Context: an optimization exercise on an open-source flow, tuned for small area and a short achievable clock period. The choices shown serve that exercise and are no tape-out recipe.
Where RTL was checked, it was by simulation tests only, not by an equivalence proof against the original.
Power figures rest on the tool's default switching activity, not on a simulated workload.

Setup of run 1:
## FIFO
module FIFO (clk,rst,en,wdata,wr_rd,rdata,valid,full,empty);
export LEC_CHECK = 0
export CAP_MARGIN = 20
export CORE_MARGIN = 2
export CORE_UTILIZATION = 65
export SETUP_SLACK_MARGIN = 1.7
export SLEW_MARGIN = 20
create_clock -name core_clock -period 3.5 [get_ports {clk}]
standard.sh (not shown) runs the stock make flow with config.mk's settings and CLKGATE_MAP_FILE= SYNTH_SCRIPT=/design/flow/synth_recipe.tcl, a recipe that flattens the netlist after the stock synthesis.
==> flow/flow/run.sh <==
#!/bin/bash
set -euo pipefail
export CTS_ARGS="-sink_clustering_enable -repair_clock_nets -dont_use_dummy_load -sink_clustering_size 24 -sink_clustering_max_diameter 80"
export IO_CONSTRAINTS="$(pwd)/flow/io.tcl"
bash standard.sh finish > standard_flow.log 2>&1
==> flow/flow/io.tcl <==
set_io_pin_constraint -pin_names {clk} -region left:115-140
The inputs of run 2 differ from those of run 1 as listed below.
diff --git a/flow/config.mk b/flow/config.mk
--- a/flow/config.mk
+++ b/flow/config.mk
@@ -11 +11 @@
-export SETUP_SLACK_MARGIN = 1.7
+export SETUP_SLACK_MARGIN = 1.6
==> comparison <==
- A critical path class of register to register is what run 2 shows, while register to output pin belongs to run 1.
- Number of flops mapped to enable cells by yosys: run 1 vs run 2 identical
- The capture point of the worst path comes out empty in one run and rdata[1]$_SDFFE_PP0P_ in the other, namely in run 1 and run 2 respectively.
- On number of placed instances with taps included, run 2 and run 1 are neck and neck.
- Run 2 vs run 1: final standard cell count with taps included and fillers excluded down slightly
What run 3 does differently from run 2 at the input level:
diff --git a/flow/flow/run.sh b/flow/flow/run.sh
--- a/flow/flow/run.sh
+++ b/flow/flow/run.sh
@@ -4 +3,0 @@
-export IO_CONSTRAINTS="$(pwd)/flow/io.tcl"
removed: flow/flow/io.tcl
==> comparison <==
- | post-route core utilization | run 2 vs run 3 | ≈ equal |
- Going from run 2 to run 3, wire length of the first global-routing pass level, maximum frequency level, total chip power level, headroom to the max-slew limit moved up.
The inputs of run 4 differ from those of run 3 as listed below.
diff --git a/flow/flow/run.sh b/flow/flow/run.sh
--- a/flow/flow/run.sh
+++ b/flow/flow/run.sh
@@ -3,0 +4 @@
+export IO_CONSTRAINTS="$(pwd)/flow/io.tcl"
==> flow/flow/io.tcl (new file) <==
set_io_pin_constraint -pin_names {clk} -region left:115-140
diff --git a/flow/config.mk b/flow/config.mk
--- a/flow/config.mk
+++ b/flow/config.mk
@@ -10,2 +10,2 @@
-export CORE_UTILIZATION = 65
-export SETUP_SLACK_MARGIN = 1.6
+export CORE_UTILIZATION = 70
+export SETUP_SLACK_MARGIN = 1.7
Results
- Summary of run 4 over run 3: final weighted congestion in routability-driven placement moved up, via count moved up.
- | relative area change from synthesis to final layout | higher: run 4 |
- Reported for run 4 and run 3, critical path depth turned out identical to the last digit.
- In run 4 relative to run 3, die area had gone down by a little under 10%.
- Between run 4 and run 3, the maximum achievable frequency is lower for run 3.
- Run 4 against run 3: post-layout total power neither gained nor lost much, combinational cell fraction of total power did not really move.
- Final standard cell area without fillers, run 4 vs run 3: up slightly
- Total negative slack for setup checks came out exactly the same in run 4 and run 3.
- Between run 3 and run 4, the flow reports register cell area after layout increasing slightly.
Here is what was changed in the inputs of run 5 compared with run 4.
diff --git a/flow/config.mk b/flow/config.mk
--- a/flow/config.mk
+++ b/flow/config.mk
@@ -10,2 +10,2 @@
-export CORE_UTILIZATION = 70
-export SETUP_SLACK_MARGIN = 1.7
+export CORE_UTILIZATION = 65
+export SETUP_SLACK_MARGIN = 1.65
==> summary.txt <==
- Having completed the whole flow, run 5 delivered a layout that passed the timing, DRC and antenna checks.
- Delta (run 5 minus run 4): multiplexer area fraction after synthesis comparable, core utilization of the finished layout decreased by 5.5 points relative to the old numbers, first-pass GRT wire length lost about 0.7%, floorplan die area saw an increase, area growth from synthesis to layout fell 0.37 points.
- Flip-flop and latch area across run 5 and run 4: no real change.
- Compared to run 4, the router laid down less metal wire for run 5.

* * *

Another version of the RTL of FIFO (not shown whole).
Size: ~2,100 cells after synthesis, about 1,100 flip-flops, roughly 38,000 um2 of cells after synthesis.
==> flow/design.v (excerpt) <==
module FIFO (clk,rst,en,wdata,wr_rd,rdata,valid,full,empty);
  input clk;
  input rst;
  input en;
  input wr_rd;
  input [7:0] wdata;
  output reg [7:0] rdata;
  output valid;
  output reg full;
  output reg empty;
  reg [7:0] mem[0:127];
  reg [7:0]  lo;    
  reg [15:0] hi;    
  wire wr = en & wr_rd & ~full;
  wire rd = en & ~wr_rd & ~empty;
  assign valid = en & ~wr_rd;
  integer i;
  always @(posedge clk) begin
    if (wr) begin
      mem[0] <= wdata;
      for (i = 1; i < 128; i = i + 1) mem[i] <= mem[i-1];
    end
  end
  reg [7:0] grp[0:15];
  reg [7:0] q;
  integer g, k;
  always @* begin
    for (g = 0; g < 16; g = g + 1) begin
      grp[g] = 8'd0;
      for (k = 0; k < 8; k = k + 1)
        grp[g] = grp[g] | (mem[8*g+k] & {8{lo[k]}});
    end
    q = 8'd0;
    for (g = 0; g < 16; g = g + 1)
      q = q | (grp[g] & {8{hi[g]}});
  end
  always @(posedge clk) begin
    if (rst) begin
      lo    <= 8'h80;
      hi    <= 16'h8000;
      full  <= 1'b0;
  ...
Settings: LEC_CHECK=0, CAP_MARGIN=20, CORE_MARGIN=2, CORE_UTILIZATION=40, SETUP_SLACK_MARGIN=1.6, SLEW_MARGIN=20; clock period 3.5 ns.
run.sh (not shown) runs the stock make flow with config.mk's settings and CLKGATE_MAP_FILE= SYNTH_SCRIPT=/design/flow/synth_recipe.tcl, a recipe that flattens the netlist after the stock synthesis.
Stock flow here: none of the scripts above is used.
Change:
==> flow/flow/run.sh (new file) <==
#!/bin/bash
set -euo pipefail
export CTS_ARGS="-sink_clustering_enable -repair_clock_nets -dont_use_dummy_load -sink_clustering_size 24 -sink_clustering_max_diameter 80"
bash standard.sh finish > standard_flow.log 2>&1
==> flow/standard.sh (new file) <==
#!/bin/bash
# synth_recipe.tcl (not shown) runs the flow's synth.tcl, then flattens the netlist and writes it again
# the make line also repeats each setting of config.mk as NAME=value (left out here)
make -C /OpenROAD-flow-scripts/flow DESIGN_CONFIG=/design/flow/config.mk WORK_HOME=/design/flow/orfs CLKGATE_MAP_FILE= SYNTH_SCRIPT=/design/flow/synth_recipe.tcl "${@:-finish}"
Settings changed: CORE_UTILIZATION 40 to 65.
removed: flow/run.sh
What happened: The changed run went through all stages and came out clean. First-iteration DRC count goes up by about 4%. Fmax goes down by about 1.2%. Area after synthesis is unchanged. Setup slack degrades by 0.024 ns. Critical path depth goes up by 2. Power goes down by 17%. Global-route usage goes up by 11 points. Cell area goes down by about 6%. Clock skew goes up by 0.022 ns. Die area goes down by about 40%. Utilization goes up by 26 points.
Change:
==> flow/run.sh (new file) <==
#!/bin/bash
# synth_recipe.tcl (not shown) runs the flow's synth.tcl, then flattens the netlist and writes it again
# the make line also repeats each setting of config.mk as NAME=value (left out here)
make -C /OpenROAD-flow-scripts/flow DESIGN_CONFIG=/design/flow/config.mk WORK_HOME=/design/flow/orfs CLKGATE_MAP_FILE= SYNTH_SCRIPT=/design/flow/synth_recipe.tcl finish
Settings changed: CTS_CLUSTER_DIAMETER set to 60, CTS_CLUSTER_SIZE set to 30, SETUP_SLACK_MARGIN 1.6 to 1.8.
removed: flow/flow/run.sh
removed: flow/standard.sh
Outcome:
- sequential power barely changes
- clock-buffer cell count goes up by 11
- clock skew goes down by 0.0068 ns

* * *

Another version of the RTL of FIFO (not shown whole).
Size in the first run: about 2200 cells after synthesis, ~1100 flip-flops, roughly 23 I/O pins.
export LEC_CHECK = 0
export CAP_MARGIN = 20
export CORE_MARGIN = 2
export CORE_UTILIZATION = 65
export SETUP_SLACK_MARGIN = 1.7
export SLEW_MARGIN = 20
create_clock -name core_clock -period 3.5 [get_ports {clk}]
standard.sh (not shown) runs the stock make flow with config.mk's settings and CLKGATE_MAP_FILE= SYNTH_SCRIPT=/design/flow/synth_recipe.tcl, a recipe that flattens the netlist after the stock synthesis.
==> flow/flow/run.sh <==
#!/bin/bash
set -euo pipefail
export CTS_ARGS="-sink_clustering_enable -repair_clock_nets -dont_use_dummy_load -sink_clustering_size 24 -sink_clustering_max_diameter 80"
export IO_CONSTRAINTS="$(pwd)/flow/io.tcl"
bash standard.sh finish > standard_flow.log 2>&1
==> flow/flow/io.tcl <==
set_io_pin_constraint -pin_names {clk} -region left:115-140
The baseline produced a clean layout.
Change:
==> flow/flow/run.sh (replaced) <==
#!/bin/bash
set -euo pipefail
export CTS_ARGS="-sink_clustering_enable -repair_clock_nets -dont_use_dummy_load -sink_clustering_size 24 -sink_clustering_max_diameter 80"
bash standard.sh finish > standard_flow.log 2>&1
SETUP_SLACK_MARGIN = 1.6   (was 1.7)
removed: flow/flow/io.tcl
Flip-flop and latch count stays the same.
Register-to-register slack degrades by 0.03 ns.
Final area goes down by 3.6%.
Clock skew goes down by 0.015 ns.
Cell count goes down by 2.1%.
Total power goes down by 0.54%.
Critical path depth does not change.
Function was not checked in any run of this note: the RTL went through the layout flow alone.

==> static timing again, ports no longer ideal <==
How much do the figures lean on ideal ports? The routed layouts below were timed once more, with nothing changed but the port constraints. Step 1, drivers: a clkbuf_16 drives clk and a buf_2 each remaining input, both assumed. Step 2, shift: input delay + t, output delay - t, t = (earliest + latest rising clock arrival at the registers) / 2. This alone moves slack from input paths to output paths. a / b / c = ideal ports / drivers / drivers and shift; a / b = the first two.
| run | shift t [ns] | setup WS [ns] | latest minus earliest clock arrival (ns) | worst register clock-pin slew, ns | cell pins on the clock port's net |
|---|---|---|---|---|---|
| run 1 | 0.663 | 1.646 / 1.495 / 1.008 | 0.043 / 0.044 | 0.10 / 0.10 | 1 |
| run 2 | 0.663 | 1.631 / 1.608 / 1.192 | 0.034 / 0.035 | 0.10 / 0.10 | 1 |
| run 3 | 0.690 | 1.636 / 1.571 / 1.031 | 0.026 / 0.025 | 0.10 / 0.10 | 1 |
| run 4 | 0.666 | 1.663 / 1.615 / 1.186 | 0.043 / 0.043 | 0.10 / 0.10 | 1 |
| run 5 | 0.667 | 1.676 / 1.631 / 1.149 | 0.030 / 0.031 | 0.10 / 0.10 | 1 |
| the first run of note 2 | 0.730 | 1.464 / 1.464 / 1.114 | 0.024 / 0.025 | 0.07 / 0.07 | 1 |
| the second run of note 2 | 0.670 | 1.440 / 1.440 / 1.246 | 0.061 / 0.060 | 0.10 / 0.10 | 1 |
| the third run of note 2 | 0.720 | 1.191 / 1.191 / 1.026 | 0.047 / 0.047 | 0.12 / 0.12 | 1 |
| the first run of note 3 | 0.659 | 1.631 / 1.631 / 1.134 | 0.058 / 0.058 | 0.10 / 0.10 | 1 |
| the second run of note 3 | 0.690 | 1.598 / 1.579 / 1.002 | 0.033 / 0.033 | 0.10 / 0.10 | 1 |
After both steps setup and hold are still met in every run listed. For run 1, which loses most, drivers alone change the setup slack by -0.151 ns; drivers and shift together by -0.638 ns.
